This is an optimization exercise on Yosys and OpenROAD, whose aim is small area and a short achievable clock period, not a production implementation.
Function was checked by simulation only, so behaviour that the tests miss may differ from the original.

$ cat design/flow/constraint.sdc
create_clock -name core_clock -period 13.0 [get_ports {clk}]
set_input_delay 2.6000 -clock core_clock [delete_from_list [all_inputs] [get_ports {clk}]]
set_output_delay 2.6000 -clock core_clock [all_outputs]
set_load 0.01 [all_outputs]
$ cat design/flow/config.mk
export PLATFORM = sky130hd
export DESIGN_NAME = ldpc_decoder
export DESIGN_NICKNAME = ldpc_decoder
export VERILOG_FILES = /design/flow/design.v
export SDC_FILE = /design/flow/constraint.sdc
export NUM_CORES = 4
export LEC_CHECK = 0
export CAP_MARGIN = 20
export CORE_MARGIN = 2
export CORE_UTILIZATION = 40
export SLEW_MARGIN = 20
$ cat design/flow/design.v
module check_node_comp (
   input wire [6:0] n1,
   input wire [1:0] n1_index,
   input wire [6:0] n2,
   input wire [1:0] n2_index,
   output reg [6:0] low,
   output reg [1:0] low_index,
   output reg [6:0] high,
   output reg [1:0] high_index
);
   always @(*) begin
      if (n1[5:0] < n2[5:0]) begin
         low = n1;
         low_index = n1_index;
         high = n2;
         high_index = n2_index;
      end
      else begin
         low = n2;
         low_index = n2_index;
         high = n1;
         high_index = n1_index;
      end
   end
endmodule
module check_node (
   input wire [5:0] beta1,   
   input wire [5:0] beta2,   
   input wire [5:0] beta3,   
   input wire [5:0] beta4,   
   output reg [5:0] alpha1,  
   output reg [5:0] alpha2,  
   output reg [5:0] alpha3,  
   output reg [5:0] alpha4   
);
   reg [6:0] beta1_sm;
   reg [6:0] beta2_sm;
   reg [6:0] beta3_sm;
   reg [6:0] beta4_sm;
   reg [6:0] alpha1_sm;
   reg [6:0] alpha2_sm;
   reg [6:0] alpha3_sm;
   reg [6:0] alpha4_sm;
   wire [6:0] comp_0_0_low;
   wire [1:0] comp_0_0_low_index;
   wire [6:0] comp_0_0_high;
   wire [1:0] comp_0_0_high_index;
   wire [6:0] comp_0_1_low;
   wire [1:0] comp_0_1_low_index;
   wire [6:0] comp_0_1_high;
   wire [1:0] comp_0_1_high_index;
   wire [6:0] comp_1_0_low;
   wire [1:0] comp_1_0_low_index;
   wire [6:0] comp_1_1_high;
   wire [1:0] comp_1_1_high_index;
   wire [6:0] min1;
   wire [1:0] min1_index;
   wire [6:0] min2;
   reg overall_sign;
   reg [3:0] signs;
   always @(*) begin
      if (beta1[5] == 1'b0)
         beta1_sm = {beta1[5], beta1};
      else
         beta1_sm = {1'b1, ~beta1[5:0] + 1};
      if (beta2[5] == 1'b0)
         beta2_sm = {beta2[5], beta2};
      else
         beta2_sm = {1'b1, ~beta2[5:0] + 1};
      if (beta3[5] == 1'b0)
         beta3_sm = {beta3[5], beta3};
      else
         beta3_sm = {1'b1, ~beta3[5:0] + 1};
      if (beta4[5] == 1'b0)
         beta4_sm = {beta4[5], beta4};
      else
         beta4_sm = {1'b1, ~beta4[5:0] + 1};
   end
   check_node_comp comp_0_0 (
      .n1 (beta1_sm),
      .n1_index (2'd0),
      .n2 (beta2_sm),
      .n2_index (2'd1),
      .low (comp_0_0_low),
      .low_index (comp_0_0_low_index),
      .high (comp_0_0_high),
      .high_index (comp_0_0_high_index)
   );
   check_node_comp comp_0_1 (
      .n1 (beta3_sm),
      .n1_index (2'd2),
      .n2 (beta4_sm),
      .n2_index (2'd3),
      .low (comp_0_1_low),
      .low_index (comp_0_1_low_index),
      .high (comp_0_1_high),
      .high_index (comp_0_1_high_index)
   );
   check_node_comp comp_1_0 (
      .n1 (comp_0_0_high),
      .n1_index (comp_0_0_high_index),
      .n2 (comp_0_1_high),
      .n2_index (comp_0_1_high_index),
      .low (comp_1_0_low),
      .low_index (comp_1_0_low_index),
      .high (),
      .high_index ()
   );
   check_node_comp comp_1_1 (
      .n1 (comp_0_0_low),
      .n1_index (comp_0_0_low_index),
      .n2 (comp_0_1_low),
      .n2_index (comp_0_1_low_index),
      .low (min1),
      .low_index (min1_index),
      .high (comp_1_1_high),
      .high_index (comp_1_1_high_index)
   );
   check_node_comp comp_2_0 (
      .n1 (comp_1_0_low),
      .n1_index (comp_1_0_low_index),
      .n2 (comp_1_1_high),
      .n2_index (comp_1_1_high_index),
      .low (min2)
   );
   always @(*) begin
      overall_sign = beta1[5] ^ beta2[5] ^ beta3[5] ^ beta4[5];
      signs[0] = overall_sign ^ beta1[5];
      signs[1] = overall_sign ^ beta2[5];
      signs[2] = overall_sign ^ beta3[5];
      signs[3] = overall_sign ^ beta4[5];
   end
   always @(*) begin
      if (min1_index != 0)
         alpha1_sm = {signs[0], min1[5:0]};
      else
         alpha1_sm = {signs[0], min2[5:0]};
      if (min1_index != 1)
         alpha2_sm = {signs[1], min1[5:0]};
      else
         alpha2_sm = {signs[1], min2[5:0]};
      if (min1_index != 2)
         alpha3_sm = {signs[2], min1[5:0]};
      else
         alpha3_sm = {signs[2], min2[5:0]};
      if (min1_index != 3)
         alpha4_sm = {signs[3], min1[5:0]};
      else
         alpha4_sm = {signs[3], min2[5:0]};
   end
   always @(*) begin
      if (alpha1_sm[6] == 1'b0)
         alpha1 = alpha1_sm;
      else
         alpha1 = ~alpha1_sm + 1;
      if (alpha2_sm[6] == 1'b0)
         alpha2 = alpha2_sm;
      else
         alpha2 = ~alpha2_sm + 1;
      if (alpha3_sm[6] == 1'b0)
         alpha3 = alpha3_sm;
      else
         alpha3 = ~alpha3_sm + 1;
      if (alpha4_sm[6] == 1'b0)
         alpha4 = alpha4_sm;
      else
         alpha4 = ~alpha4_sm + 1;
   end
endmodule
module variable_node (
   input wire [5:0] lambda,  
   input wire [5:0] alpha1,  
   input wire [5:0] alpha2,  
   output reg [5:0] beta1,   
   output reg [5:0] beta2,   
   output reg [7:0] z        
);
   reg [6:0] sum_alpha;  
   reg [8:0] beta1_int;  
   reg [8:0] beta2_int;  
   always @(*) begin
      sum_alpha = {alpha1[5], alpha1} + {alpha2[5], alpha2};
      z = {sum_alpha[6], sum_alpha} + {{2{lambda[5]}}, lambda};
      beta1_int = {z[7], z} - {{3{alpha1[5]}}, alpha1};
      beta2_int = {z[7], z} - {{3{alpha2[5]}}, alpha2};
      if ($signed(beta1_int) > $signed(8'b00011111))
         beta1 = 6'b011111;
      else if ($signed(beta1_int) < $signed(8'b11100000))
         beta1 = 6'b100000;
      else
         beta1 = beta1_int[5:0];
      if ($signed(beta2_int) > $signed(8'b00011111))
         beta2 = 6'b011111;
      else if ($signed(beta2_int) < $signed(8'b11100000))
         beta2 = 6'b100000;
      else
         beta2 = beta2_int[5:0];
   end
endmodule
module code_estimator #(
   parameter BPS = 12,
   parameter Z_IBITS = 4,
   parameter Z_FBITS = 4,
   parameter Z_NBITS = Z_IBITS + Z_FBITS
)(
   input wire [(BPS*Z_NBITS)-1:0] z,
   output reg [BPS-1:0] v_hat
);
   integer i;
   always @(*) begin
      for (i = 0; i < BPS; i = i+1) begin
         v_hat[i] = z[(Z_NBITS * (i+1)) - 1];
      end
   end
endmodule
module syndrome_check (
   input wire [11:0] v_hat,
   output reg [5:0] syndrome,
   output reg done
);
   reg [0:11] v_hat_rev;
   always @(*) begin
      v_hat_rev = v_hat;
      syndrome[0] = v_hat_rev[2] ^ v_hat_rev[3] ^ v_hat_rev[7] ^ v_hat_rev[9];
      syndrome[1] = v_hat_rev[0] ^ v_hat_rev[4] ^ v_hat_rev[8] ^ v_hat_rev[10];
      syndrome[2] = v_hat_rev[1] ^ v_hat_rev[5] ^ v_hat_rev[6] ^ v_hat_rev[10];
      syndrome[3] = v_hat_rev[2] ^ v_hat_rev[4] ^ v_hat_rev[6] ^ v_hat_rev[11];
      syndrome[4] = v_hat_rev[0] ^ v_hat_rev[5] ^ v_hat_rev[7] ^ v_hat_rev[11];
      syndrome[5] = v_hat_rev[1] ^ v_hat_rev[3] ^ v_hat_rev[8] ^ v_hat_rev[9];
      done = ~|syndrome;
   end
endmodule
module ldpc_decoder #(
   parameter BPS = 12,
   parameter LAMBDA_IBITS = 3,
   parameter LAMBDA_FBITS = 3,
   parameter LAMBDA_NBITS = LAMBDA_IBITS + LAMBDA_FBITS
)(
   input wire clk,
   input wire lambda_valid,
   input wire [(BPS*LAMBDA_NBITS)-1:0] lambda,
   output wire [BPS-1:0] v_hat,
   output wire done
);
   localparam Z_NBITS = 8;
   reg [(BPS*LAMBDA_NBITS)-1:0] lambda_F;
   wire [5:0] c1_alpha1;
   wire [5:0] c1_alpha2;
   wire [5:0] c1_alpha3;
   wire [5:0] c1_alpha4;
   wire [5:0] c2_alpha1;
   wire [5:0] c2_alpha2;
   wire [5:0] c2_alpha3;
   wire [5:0] c2_alpha4;
   wire [5:0] c3_alpha1;
   wire [5:0] c3_alpha2;
   wire [5:0] c3_alpha3;
   wire [5:0] c3_alpha4;
   wire [5:0] c4_alpha1;
   wire [5:0] c4_alpha2;
   wire [5:0] c4_alpha3;
   wire [5:0] c4_alpha4;
   wire [5:0] c5_alpha1;
   wire [5:0] c5_alpha2;
   wire [5:0] c5_alpha3;
   wire [5:0] c5_alpha4;
   wire [5:0] c6_alpha1;
   wire [5:0] c6_alpha2;
   wire [5:0] c6_alpha3;
   wire [5:0] c6_alpha4;
   wire [5:0] v1_beta1;
   wire [5:0] v1_beta2;
   wire [5:0] v2_beta1;
   wire [5:0] v2_beta2;
   wire [5:0] v3_beta1;
   wire [5:0] v3_beta2;
   wire [5:0] v4_beta1;
   wire [5:0] v4_beta2;
   wire [5:0] v5_beta1;
   wire [5:0] v5_beta2;
   wire [5:0] v6_beta1;
   wire [5:0] v6_beta2;
   wire [5:0] v7_beta1;
   wire [5:0] v7_beta2;
   wire [5:0] v8_beta1;
   wire [5:0] v8_beta2;
   wire [5:0] v9_beta1;
   wire [5:0] v9_beta2;
   wire [5:0] v10_beta1;
   wire [5:0] v10_beta2;
   wire [5:0] v11_beta1;
   wire [5:0] v11_beta2;
   wire [5:0] v12_beta1;
   wire [5:0] v12_beta2;
   reg [5:0] v1_beta1_F;
   reg [5:0] v1_beta2_F;
   reg [5:0] v2_beta1_F;
   reg [5:0] v2_beta2_F;
   reg [5:0] v3_beta1_F;
   reg [5:0] v3_beta2_F;
   reg [5:0] v4_beta1_F;
   reg [5:0] v4_beta2_F;
   reg [5:0] v5_beta1_F;
   reg [5:0] v5_beta2_F;
   reg [5:0] v6_beta1_F;
   reg [5:0] v6_beta2_F;
   reg [5:0] v7_beta1_F;
   reg [5:0] v7_beta2_F;
   reg [5:0] v8_beta1_F;
   reg [5:0] v8_beta2_F;
   reg [5:0] v9_beta1_F;
   reg [5:0] v9_beta2_F;
   reg [5:0] v10_beta1_F;
   reg [5:0] v10_beta2_F;
   reg [5:0] v11_beta1_F;
   reg [5:0] v11_beta2_F;
   reg [5:0] v12_beta1_F;
   reg [5:0] v12_beta2_F;
   wire [(BPS*Z_NBITS)-1:0] z;
   wire [5:0] syndrome;
   always @(posedge clk) begin
      if (lambda_valid == 1'b1) begin
         lambda_F <= lambda;
         v1_beta1_F <= lambda[(LAMBDA_NBITS*12)-1:(LAMBDA_NBITS*11)];
         v1_beta2_F <= lambda[(LAMBDA_NBITS*12)-1:(LAMBDA_NBITS*11)];
         v2_beta1_F <= lambda[(LAMBDA_NBITS*11)-1:(LAMBDA_NBITS*10)];
         v2_beta2_F <= lambda[(LAMBDA_NBITS*11)-1:(LAMBDA_NBITS*10)];
         v3_beta1_F <= lambda[(LAMBDA_NBITS*10)-1:(LAMBDA_NBITS*9)];
         v3_beta2_F <= lambda[(LAMBDA_NBITS*10)-1:(LAMBDA_NBITS*9)];
         v4_beta1_F <= lambda[(LAMBDA_NBITS*9)-1:(LAMBDA_NBITS*8)];
         v4_beta2_F <= lambda[(LAMBDA_NBITS*9)-1:(LAMBDA_NBITS*8)];
         v5_beta1_F <= lambda[(LAMBDA_NBITS*8)-1:(LAMBDA_NBITS*7)];
         v5_beta2_F <= lambda[(LAMBDA_NBITS*8)-1:(LAMBDA_NBITS*7)];
         v6_beta1_F <= lambda[(LAMBDA_NBITS*7)-1:(LAMBDA_NBITS*6)];
         v6_beta2_F <= lambda[(LAMBDA_NBITS*7)-1:(LAMBDA_NBITS*6)];
         v7_beta1_F <= lambda[(LAMBDA_NBITS*6)-1:(LAMBDA_NBITS*5)];
         v7_beta2_F <= lambda[(LAMBDA_NBITS*6)-1:(LAMBDA_NBITS*5)];
         v8_beta1_F <= lambda[(LAMBDA_NBITS*5)-1:(LAMBDA_NBITS*4)];
         v8_beta2_F <= lambda[(LAMBDA_NBITS*5)-1:(LAMBDA_NBITS*4)];
         v9_beta1_F <= lambda[(LAMBDA_NBITS*4)-1:(LAMBDA_NBITS*3)];
         v9_beta2_F <= lambda[(LAMBDA_NBITS*4)-1:(LAMBDA_NBITS*3)];
         v10_beta1_F <= lambda[(LAMBDA_NBITS*3)-1:(LAMBDA_NBITS*2)];
         v10_beta2_F <= lambda[(LAMBDA_NBITS*3)-1:(LAMBDA_NBITS*2)];
         v11_beta1_F <= lambda[(LAMBDA_NBITS*2)-1:(LAMBDA_NBITS*1)];
         v11_beta2_F <= lambda[(LAMBDA_NBITS*2)-1:(LAMBDA_NBITS*1)];
         v12_beta1_F <= lambda[(LAMBDA_NBITS*1)-1:(LAMBDA_NBITS*0)];
         v12_beta2_F <= lambda[(LAMBDA_NBITS*1)-1:(LAMBDA_NBITS*0)];
      end
      else begin
         v1_beta1_F <= v1_beta1;
         v1_beta2_F <= v1_beta2;
         v2_beta1_F <= v2_beta1;
         v2_beta2_F <= v2_beta2;
         v3_beta1_F <= v3_beta1;
         v3_beta2_F <= v3_beta2;
         v4_beta1_F <= v4_beta1;
         v4_beta2_F <= v4_beta2;
         v5_beta1_F <= v5_beta1;
         v5_beta2_F <= v5_beta2;
         v6_beta1_F <= v6_beta1;
         v6_beta2_F <= v6_beta2;
         v7_beta1_F <= v7_beta1;
         v7_beta2_F <= v7_beta2;
         v8_beta1_F <= v8_beta1;
         v8_beta2_F <= v8_beta2;
         v9_beta1_F <= v9_beta1;
         v9_beta2_F <= v9_beta2;
         v10_beta1_F <= v10_beta1;
         v10_beta2_F <= v10_beta2;
         v11_beta1_F <= v11_beta1;
         v11_beta2_F <= v11_beta2;
         v12_beta1_F <= v12_beta1;
         v12_beta2_F <= v12_beta2;
      end
   end
   variable_node v12 (
      .lambda (lambda_F[(LAMBDA_NBITS*1)-1:(LAMBDA_NBITS*0)]),
      .alpha1 (c4_alpha4),
      .alpha2 (c5_alpha4),
      .beta1  (v12_beta1),
      .beta2  (v12_beta2),
      .z      (z[(Z_NBITS*1)-1:(Z_NBITS*0)])
   );
   variable_node v11 (
      .lambda (lambda_F[(LAMBDA_NBITS*2)-1:(LAMBDA_NBITS*1)]),
      .alpha1 (c2_alpha4),
      .alpha2 (c3_alpha4),
      .beta1  (v11_beta1),
      .beta2  (v11_beta2),
      .z      (z[(Z_NBITS*2)-1:(Z_NBITS*1)])
   );
   variable_node v10 (
      .lambda (lambda_F[(LAMBDA_NBITS*3)-1:(LAMBDA_NBITS*2)]),
      .alpha1 (c1_alpha4),
      .alpha2 (c6_alpha4),
      .beta1  (v10_beta1),
      .beta2  (v10_beta2),
      .z      (z[(Z_NBITS*3)-1:(Z_NBITS*2)])
   );
   variable_node v9 (
      .lambda (lambda_F[(LAMBDA_NBITS*4)-1:(LAMBDA_NBITS*3)]),
      .alpha1 (c2_alpha3),
      .alpha2 (c6_alpha3),
      .beta1  (v9_beta1),
      .beta2  (v9_beta2),
      .z      (z[(Z_NBITS*4)-1:(Z_NBITS*3)])
   );
   variable_node v8 (
      .lambda (lambda_F[(LAMBDA_NBITS*5)-1:(LAMBDA_NBITS*4)]),
      .alpha1 (c1_alpha3),
      .alpha2 (c5_alpha3),
      .beta1  (v8_beta1),
      .beta2  (v8_beta2),
      .z      (z[(Z_NBITS*5)-1:(Z_NBITS*4)])
   );
   variable_node v7 (
      .lambda (lambda_F[(LAMBDA_NBITS*6)-1:(LAMBDA_NBITS*5)]),
      .alpha1 (c3_alpha3),
      .alpha2 (c4_alpha3),
      .beta1  (v7_beta1),
      .beta2  (v7_beta2),
      .z      (z[(Z_NBITS*6)-1:(Z_NBITS*5)])
   );
   variable_node v6 (
      .lambda (lambda_F[(LAMBDA_NBITS*7)-1:(LAMBDA_NBITS*6)]),
      .alpha1 (c3_alpha2),
      .alpha2 (c5_alpha2),
      .beta1  (v6_beta1),
      .beta2  (v6_beta2),
      .z      (z[(Z_NBITS*7)-1:(Z_NBITS*6)])
   );
   variable_node v5 (
      .lambda (lambda_F[(LAMBDA_NBITS*8)-1:(LAMBDA_NBITS*7)]),
      .alpha1 (c2_alpha2),
      .alpha2 (c4_alpha2),
      .beta1  (v5_beta1),
      .beta2  (v5_beta2),
      .z      (z[(Z_NBITS*8)-1:(Z_NBITS*7)])
   );
   variable_node v4 (
      .lambda (lambda_F[(LAMBDA_NBITS*9)-1:(LAMBDA_NBITS*8)]),
      .alpha1 (c1_alpha2),
      .alpha2 (c6_alpha2),
      .beta1  (v4_beta1),
      .beta2  (v4_beta2),
      .z      (z[(Z_NBITS*9)-1:(Z_NBITS*8)])
   );
   variable_node v3 (
      .lambda (lambda_F[(LAMBDA_NBITS*10)-1:(LAMBDA_NBITS*9)]),
      .alpha1 (c1_alpha1),
      .alpha2 (c4_alpha1),
      .beta1  (v3_beta1),
      .beta2  (v3_beta2),
      .z      (z[(Z_NBITS*10)-1:(Z_NBITS*9)])
   );
   variable_node v2 (
      .lambda (lambda_F[(LAMBDA_NBITS*11)-1:(LAMBDA_NBITS*10)]),
      .alpha1 (c3_alpha1),
      .alpha2 (c6_alpha1),
      .beta1  (v2_beta1),
      .beta2  (v2_beta2),
      .z      (z[(Z_NBITS*11)-1:(Z_NBITS*10)])
   );
   variable_node v1 (
      .lambda (lambda_F[(LAMBDA_NBITS*12)-1:(LAMBDA_NBITS*11)]),
      .alpha1 (c2_alpha1),
      .alpha2 (c5_alpha1),
      .beta1  (v1_beta1),
      .beta2  (v1_beta2),
      .z      (z[(Z_NBITS*12)-1:(Z_NBITS*11)])
   );
   check_node c6 (
      .beta1  (v2_beta2_F),
      .beta2  (v4_beta2_F),
      .beta3  (v9_beta2_F),
      .beta4  (v10_beta2_F),
      .alpha1 (c6_alpha1),
      .alpha2 (c6_alpha2),
      .alpha3 (c6_alpha3),
      .alpha4 (c6_alpha4)
   );
   check_node c5 (
      .beta1  (v1_beta2_F),
      .beta2  (v6_beta2_F),
      .beta3  (v8_beta2_F),
      .beta4  (v12_beta2_F),
      .alpha1 (c5_alpha1),
      .alpha2 (c5_alpha2),
      .alpha3 (c5_alpha3),
      .alpha4 (c5_alpha4)
   );
   check_node c4 (
      .beta1  (v3_beta2_F),
      .beta2  (v5_beta2_F),
      .beta3  (v7_beta2_F),
      .beta4  (v12_beta1_F),
      .alpha1 (c4_alpha1),
      .alpha2 (c4_alpha2),
      .alpha3 (c4_alpha3),
      .alpha4 (c4_alpha4)
   );
   check_node c3 (
      .beta1  (v2_beta1_F),
      .beta2  (v6_beta1_F),
      .beta3  (v7_beta1_F),
      .beta4  (v11_beta2_F),
      .alpha1 (c3_alpha1),
      .alpha2 (c3_alpha2),
      .alpha3 (c3_alpha3),
      .alpha4 (c3_alpha4)
   );
   check_node c2 (
      .beta1  (v1_beta1_F),
      .beta2  (v5_beta1_F),
      .beta3  (v9_beta1_F),
      .beta4  (v11_beta1_F),
      .alpha1 (c2_alpha1),
      .alpha2 (c2_alpha2),
      .alpha3 (c2_alpha3),
      .alpha4 (c2_alpha4)
   );
   check_node c1 (
      .beta1  (v3_beta1_F),
      .beta2  (v4_beta1_F),
      .beta3  (v8_beta1_F),
      .beta4  (v10_beta1_F),
      .alpha1 (c1_alpha1),
      .alpha2 (c1_alpha2),
      .alpha3 (c1_alpha3),
      .alpha4 (c1_alpha4)
   );
   code_estimator e (
      .z (z),
      .v_hat (v_hat)
   );
   syndrome_check s (
      .v_hat (v_hat),
      .syndrome (syndrome),
      .done (done)
   );
endmodule
$ cat design/flow/run.sh
#!/bin/bash
# synth_recipe.tcl (not shown) runs the flow's synth.tcl, then flattens the netlist and writes it again
# the make line also repeats each setting of config.mk as NAME=value (left out here)
make -C /OpenROAD-flow-scripts/flow DESIGN_CONFIG=/design/flow/config.mk WORK_HOME=/design/flow/orfs CLKGATE_MAP_FILE= SYNTH_SCRIPT=/design/flow/synth_recipe.tcl finish
==> notes.md <==
The number of hold buffers added after CTS was 0. The root buffer cell was sky130_fd_sc_hd__clkbuf_16. Summing all multi-input logic gate instances after layout gives 28700 um2.

The most frequently used cell type in the post-synthesis netlist was sky130_fd_sc_hd__ha_1. After the first detailed-routing iteration, the DRC count stood at 2204. On the worst path, the slowest cell contributes a delay of 0.54 ns. The tools report the number of instances in the synthesized netlist as 4227.

Maximum fanout encountered on the critical timing path: 7. The biggest area contributor in the post-synthesis netlist is sky130_fd_sc_hd__ha_1. Setup violations remaining at the end of the flow were counted as 0. The share of layout cells above drive strength 1 is 15.5%, and the placer's final routability congestion estimate is 0.954.

The logs give 0 for the final-report hold violation count and 8310 for the fill cell total of the finished layout. Global routing consumed, over all layers together, 23.0% of the routing resources. After synthesis, the share of flip-flops with an asynchronous set or reset is 0%. The run gives 0 ns as the setup total negative slack. The type of the tightest min-delay check was flop to flop. For this configuration, the core starts out at a cell density of 40.5%. The final number of max-transition violations is 0.

At the later pin of the worst-skew pair, clock insertion delay measures 0.60 ns. Total standard cell area after synthesis: 34500 um2. The residual DRC count came out at 0.

The row count is 107, and the instance count after placement with tap cells included is 5587. The top-level port count is 87, and the area growth from synthesis to layout is 19.3%. Dividing the detail-routed via count by the number of cells gives 5.52.

The HPWL after detailed placement came out at 86700 um. The die covers 88600 um2. Summed over all layers, the routed wires come to 105000 um. In the synthesized netlist the dominant register cell turns out to be sky130_fd_sc_hd__dfxtp_1.

The logs give 0.0227 ns for the final clock skew and 216 for the number of clock sinks. Based on the critical path, the design can be clocked at up to 79.9 MHz. The register with the most flip-flops in the layout has 72 of them.

Filler-free cell count of the finished design: 5738. The signal arrival time at the worst endpoint is 9.91 ns. For the count of warnings emitted by yosys, the log shows 6. After synthesis, the most frequently instantiated cells are sky130_fd_sc_hd__ha_1, sky130_fd_sc_hd__inv_1, sky130_fd_sc_hd__nor2_1.

After floorplanning, the core was sized to cover 85300 um2. TritonCTS built the clock tree. After detailed routing, the average wire length per cell comes to 18.4 um. For the deepest level of the CTS H-tree, the log shows 1.

In this run the remaining antenna-violating nets after routing total 0. The tools report the worst endpoint required time as 10.40 ns. The number of buffers on the longest clock path is 3.

Summed over all layers, the global routing overflow is 0. The area share of the largest cell type after synthesis is 16.9%, and the synthesized area per cell is 8.16 um2. The vertical die dimension came out at 298 um. The transition time of the tightest slew-check pin is 0.872 ns.

STA classifies the critical path endpoint as an output port. Across the run, the number of max-cap violations was 0. In this run, synthesis produced a sequential element count of 216. Input and output buffers added on the ports amount to 86. STA classifies the critical path startpoint as a flop. Sorting the synthesized cells by area gives the leading types as sky130_fd_sc_hd__ha_1, sky130_fd_sc_hd__dfxtp_1, sky130_fd_sc_hd__edfxtp_1. The detailed-route via count came out at 31700. The number of nets handed over by synthesis was 4875. The run finished with no timing, DRC or antenna violations.

Summing the sequential cell areas from Yosys gives 14.6% of the chip area. Master of the slowest instance on the critical path: sky130_fd_sc_hd__or4_1. The final critical-path required period works out to 12.51 ns.

For the number of global-route vias before repair, the log shows 30500. The run gives 74 as the maximum number of pins on one net before global-route repair. The share of the clock period used by the worst path came out at 96.3%. The net count of the finished layout is 5218. The first detailed-routing pass ran for 6 iterations. Yosys mapped the design onto 108 distinct sky130hd cell types. The clock-pin transition on the worst setup and hold timing paths was 0.06 ns; the relative slew slack was 41.9%.

More flip-flops sit in one register than any other, and that register is lambda_F. The worst setup path is of the flop to output port kind. The sequential cells in the finished layout cover a total of 5060 um2. Buffers inserted during clock tree synthesis total 29. The number of synthesized flops with an enable pin is 72. The first global-routing pass estimated 165000 um of wire. The floorplan step set the die width to 298 um. The initial antenna violation count is 6. In this design, the critical path's most frequently occurring cell is sky130_fd_sc_hd__inv_1.
## per-stage QoR
stage / instance area [um2] / utilization [%] / setup WS [ns] / hold slack (ns)
2_1_floorplan: 34500 / - / 0.0716 / 0.735
3_3_place_gp: 38100 / 44.7 / -0.170 / 0.780
3_5_place_dp: 38100 / 44.7 / -0.240 / 0.781
4_1_cts: 39800 / 46.7 / 0.0837 / 0.817
5_1_grt: 41200 / 48.3 / -0.0880 / 0.869
6_report: 41200 / 48.3 / 0.486 / 0.801
## logic make-up (layout without fill, tap and decap cells)
logic type	count (synthesis)	after routing	share of synthesized area (%)
and+or+nand+nor	1007	1007	14.1
muxes	160	160	4.75
xor gates and xnor gates	442	442	11.2
AOI/OAI and AO/OA	1268	1268	25.8
adders and majority gates	582	582	23.4
other	0	2	0
buffers and inverters	552	917	6.08
DFF	216	216	14.6
## worst max-delay path, delay by kind of cell, from the launching register on
kind            cells  cell delay, ns
xor+xnor            2            0.25
flops               1            0.44
simple gates        7            1.96
compound gates     16            3.15
buf+inv             9            1.00
mux                 1            0.26
fa+ha+maj           7            2.25
## worst paths after layout
path         depth (start not counted)  slack, ns             end          start
max reg2reg                         41       2.85  v10_beta2_F[4]  v2_beta2_F[3]
min reg2reg                          3       0.80  v10_beta1_F[0]   lambda_F[12]
min                                  3       0.80  v10_beta1_F[0]   lambda_F[12]
max                                 42       0.49            done  v7_beta2_F[2]
## area by class of cell
type                    count  area share [%]
well taps                1144            3.48
flip-flops and latches    216            12.3
diodes                      2          0.0122
clock inverters             9           0.128
repair buffers            409            8.19
multi-input cells        3459            69.6
inverters                 455            4.15
clock buffers              44            2.15
## per-layer routing
metal / GRT usage (%) / part of all wire [%] / vias to the layer above
met5: 0 / 0.012 / -
met4: 6.99 / 3.2 / 2
met3: 2.12 / 4.4 / 181
met2: 38.3 / 46 / 730
met1: 31.5 / 46 / 14900
li1: - / - / 15800
## layout by cell type, fill, tap and decap left out, types with 51 or more instances in the layout
cell and instances:
sky130_fd_sc_hd__xnor2_1 185, sky130_fd_sc_hd__xor2_1 229, sky130_fd_sc_hd__dfxtp_1 132, sky130_fd_sc_hd__nor2b_1 77, sky130_fd_sc_hd__edfxtp_1 72, sky130_fd_sc_hd__a22o_1 51, sky130_fd_sc_hd__clkdlybuf4s50_1 84, sky130_fd_sc_hd__a31oi_1 73
sky130_fd_sc_hd__ha_1 457, sky130_fd_sc_hd__a21o_1 203, sky130_fd_sc_hd__a221o_1 78, sky130_fd_sc_hd__mux2i_1 106, sky130_fd_sc_hd__o21ai_0 159, sky130_fd_sc_hd__inv_1 451, sky130_fd_sc_hd__nand2b_1 98, sky130_fd_sc_hd__nand2_1 266
sky130_fd_sc_hd__buf_4 309, sky130_fd_sc_hd__a21oi_1 238, sky130_fd_sc_hd__nor2_1 295, sky130_fd_sc_hd__fa_1 105
## repair_timing
action / CTS / global route
resized for setup: 136 / 204
buffers inserted: 39 / 56
gates cloned: 0 / 1
pin swaps: 24 / 74
setup endpoints to repair: 3 / 11

## afterwards: timing with drivers on the ports
The flow's constraints put no driver on any port. The routed layout listed below was extracted and timed again, unchanged, in two steps. Step 1 (the two cells are an assumption about what drives the block):
set clk [get_ports {clk}]
set_driving_cell -lib_cell sky130_fd_sc_hd__clkbuf_16 $clk
set_driving_cell -lib_cell sky130_fd_sc_hd__buf_2 [delete_from_list [all_inputs] $clk]
Step 2 adds t to the input delays and takes it off the output delays; t is the mean of the earliest and latest rising clock arrival at the registers after step 1. Input paths then give back, and output paths get back, about the clock's delay inside the block. Slacks: ideal / step 1 / step 2; pairs: ideal / step 1.
shift t [ns]: 0.655
setup WS [ns]: 0.486 / 0.417 / 1.072
worst setup path after step 2: register to output
clock arrival spread, ns: 0.023 / 0.023
worst data-port slew with drivers (ns): 0.09
After both steps setup and hold are still met in this run. For this run, drivers alone change the setup slack by -0.069 ns; drivers and shift together by +0.586 ns.
